From an optimization exercise on the open Yosys and OpenROAD flow, aimed at small area, a short achievable clock period and few clock cycles; shortcuts taken in it are not production practice. In this exercise RTL edits were held to simulation tests only and were not proved equivalent to the original.

==> inputs of 01-02 <==
Design IMC, start of the top module:
module IMC(
    clk,
    rst_n,
    IN_VALID,
    IN,
    OUT_VALID,
    OUT
    );
Settings: LEC_CHECK=0, CAP_MARGIN=70, CORE_MARGIN=2, CORE_UTILIZATION=40, SLEW_MARGIN=70; clock period 33.0 ns.
standard.sh (not shown) runs the stock make flow with config.mk's settings and CLKGATE_MAP_FILE= SYNTH_SCRIPT=/design/flow/synth_recipe.tcl, a recipe that flattens the netlist after the stock synthesis.
==> flow/flow/run.sh <==
#!/bin/bash
# Layout flow: the standard synthesis, then the combinational logic between
# the (unchanged) flip-flops is mapped again by ABC for area; the rest is the
# standard ORFS layout, with the port buffers made of buf_2 cells.
set -euo pipefail
HERE=$(pwd)
F=$HERE/flow
LIB=$FLOW_HOME/platforms/sky130hd/lib/sky130_fd_sc_hd__tt_025C_1v80.lib
RES=$HERE/orfs/results/sky130hd/IMC/base
YOSYS=$FLOW_HOME/../tools/install/yosys/bin/yosys
[[ -x $YOSYS ]] || YOSYS=yosys

# 1. standard synthesis
bash standard.sh synth > synth.log 2>&1

# 2. re-map the combinational logic
cp $RES/1_2_yosys.v $HERE/standard_netlist.v
{
  echo "read_liberty -ignore_miss_func $LIB"
  echo "blackbox $(tr '\n' ' ' < $F/seq_cells.txt)"
  echo "read_verilog $HERE/standard_netlist.v"
  echo "hierarchy -top $FLOW_TOP"
  echo "flatten"
  echo "hierarchy -top $FLOW_TOP"
  echo "opt -purge"
  echo "abc -liberty $LIB -script $F/area.abc $(sed 's/^/-dont_use /' $F/dont_use.txt | tr '\n' ' ')"
  echo "opt_clean -purge"
  echo "hilomap -singleton -hicell sky130_fd_sc_hd__conb_1 HI -locell sky130_fd_sc_hd__conb_1 LO"
  echo "splitnets"
  echo "opt_clean -purge"
  echo "stat -liberty $LIB"
  echo "write_verilog -noattr -noexpr -nohex -nodec $HERE/resynth.v"
} > $HERE/resynth.ys
$YOSYS -s $HERE/resynth.ys > resynth.log 2>&1
cp $HERE/resynth.v $RES/1_2_yosys.v
rm -f $RES/1_synth.odb $RES/1_synth.sdc
touch $RES/1_2_yosys.v

# 3. the standard layout from the new netlist
bash standard.sh BUFFER_PORTS_ARGS="-buffer_cell sky130_fd_sc_hd__buf_2" finish > layout.log 2>&1
==> flow/flow/area.abc <==
strash
dc2
dch -f
amap
Other scripts of this flow, unchanged in this note and not shown: flow/flow/dont_use.txt, flow/flow/seq_cells.txt
==> inputs of 09-23, as changes to 01-02 <==
==> flow/flow/area.abc (replaced) <==
strash
&get -n
&deepsyn -J 50
&put
dch -f
amap
topo
buffer -c
upsize -D 4500
dnsize -D 4500
CAP_MARGIN = 20   (was 70)
SLEW_MARGIN = 20   (was 70)
==> inputs of 09-05, as changes to 01-02 <==
CAP_MARGIN = 20   (was 70)
SLEW_MARGIN = 20   (was 70)
==> impl_metrics.toml <==
[sta]
min_period_ns = 7.34

[final_layout]
areaGrowthSynthToFinish_pct = 9.19
inverters = 77
clk_share_pct = 2.06

[global_route]
grt_max_degree = 20

[die]
die_w_um = 105

[outcome]
status = "no timing/DRC/antenna violations"

[min_path]
whs_endpoint = "p2[2]$_DFF_P_"

[placed_design]
hpwl_um = 10500
-- figures above: 09-23

==> impl_metrics.toml <==
[global_route]
grt_max_degree = 23

[placed_design]
hpwl_um = 12600

[final_layout]
inverters = 79
areaGrowthSynthToFinish_pct = 17.7
antennaDiodeCount = 0

[outcome]
status = "no timing/DRC/antenna violations"

[min_path]
whs_endpoint = "p2[0]$_DFF_P_"

[flow_run]
max_cap_violations = 0
-- figures above: 01-02

==> impl_metrics.toml <==
[final_layout]
inverters = 79
areaGrowthSynthToFinish_pct = 9.33
clk_share_pct = 1.93

[pwr]
power_frac_clock_pct = 8.6

[setup_path]
reg2reg_to = "OUT[12]$_DFF_P_"
crit_fanout = 22

[min_path]
whs_endpoint = "p2[0]$_DFF_P_"

[die]
die_w_um = 109

[drt]
first_pass_iters = 9

[outcome]
status = "no timing/DRC/antenna violations"

[clock_tree]
cts_tree = "yes"
cts_buffers = 5

[global_route]
grt_max_degree = 23
-- figures above: 09-05

Testbench counts of 01-02, summed over its fixed seeds: cycles 118,728.
Testbench counts of 09-23, summed over its fixed seeds: cycles 118,728.
Testbench counts of 09-05, summed over its fixed seeds: cycles 118,728.

-- re-timing with driven ports --
The flow's constraints put no driver on any port. The routed layouts listed below were extracted and timed again, unchanged, in two steps.
Step 1 assumes that a clkbuf_16 drives the clock port and a buf_2 every other input.
Step 2 adds t to the input delays and takes it off the output delays; t is the mean of the earliest and latest rising clock arrival at the registers after step 1. Input paths then give back, and output paths get back, about the clock's delay inside the block.
a / b / c = ideal ports / drivers / drivers and shift; a / b = the first two.
run	t (ns)	setup WS [ns]	worst register clock-pin slew, ns	cell pins on the clock port's net
01-02	0.333	25.633 / 25.599 / 25.574	0.09 / 0.09	1
09-23	0.330	25.658 / 25.624 / 25.764	0.10 / 0.10	1
09-05	0.340	25.453 / 25.453 / 25.453	0.10 / 0.10	1
After both steps setup and hold are still met in every run listed. The setup slack of 01-02, which loses most, moves by -0.034 ns with the drivers and by -0.059 ns with both steps.
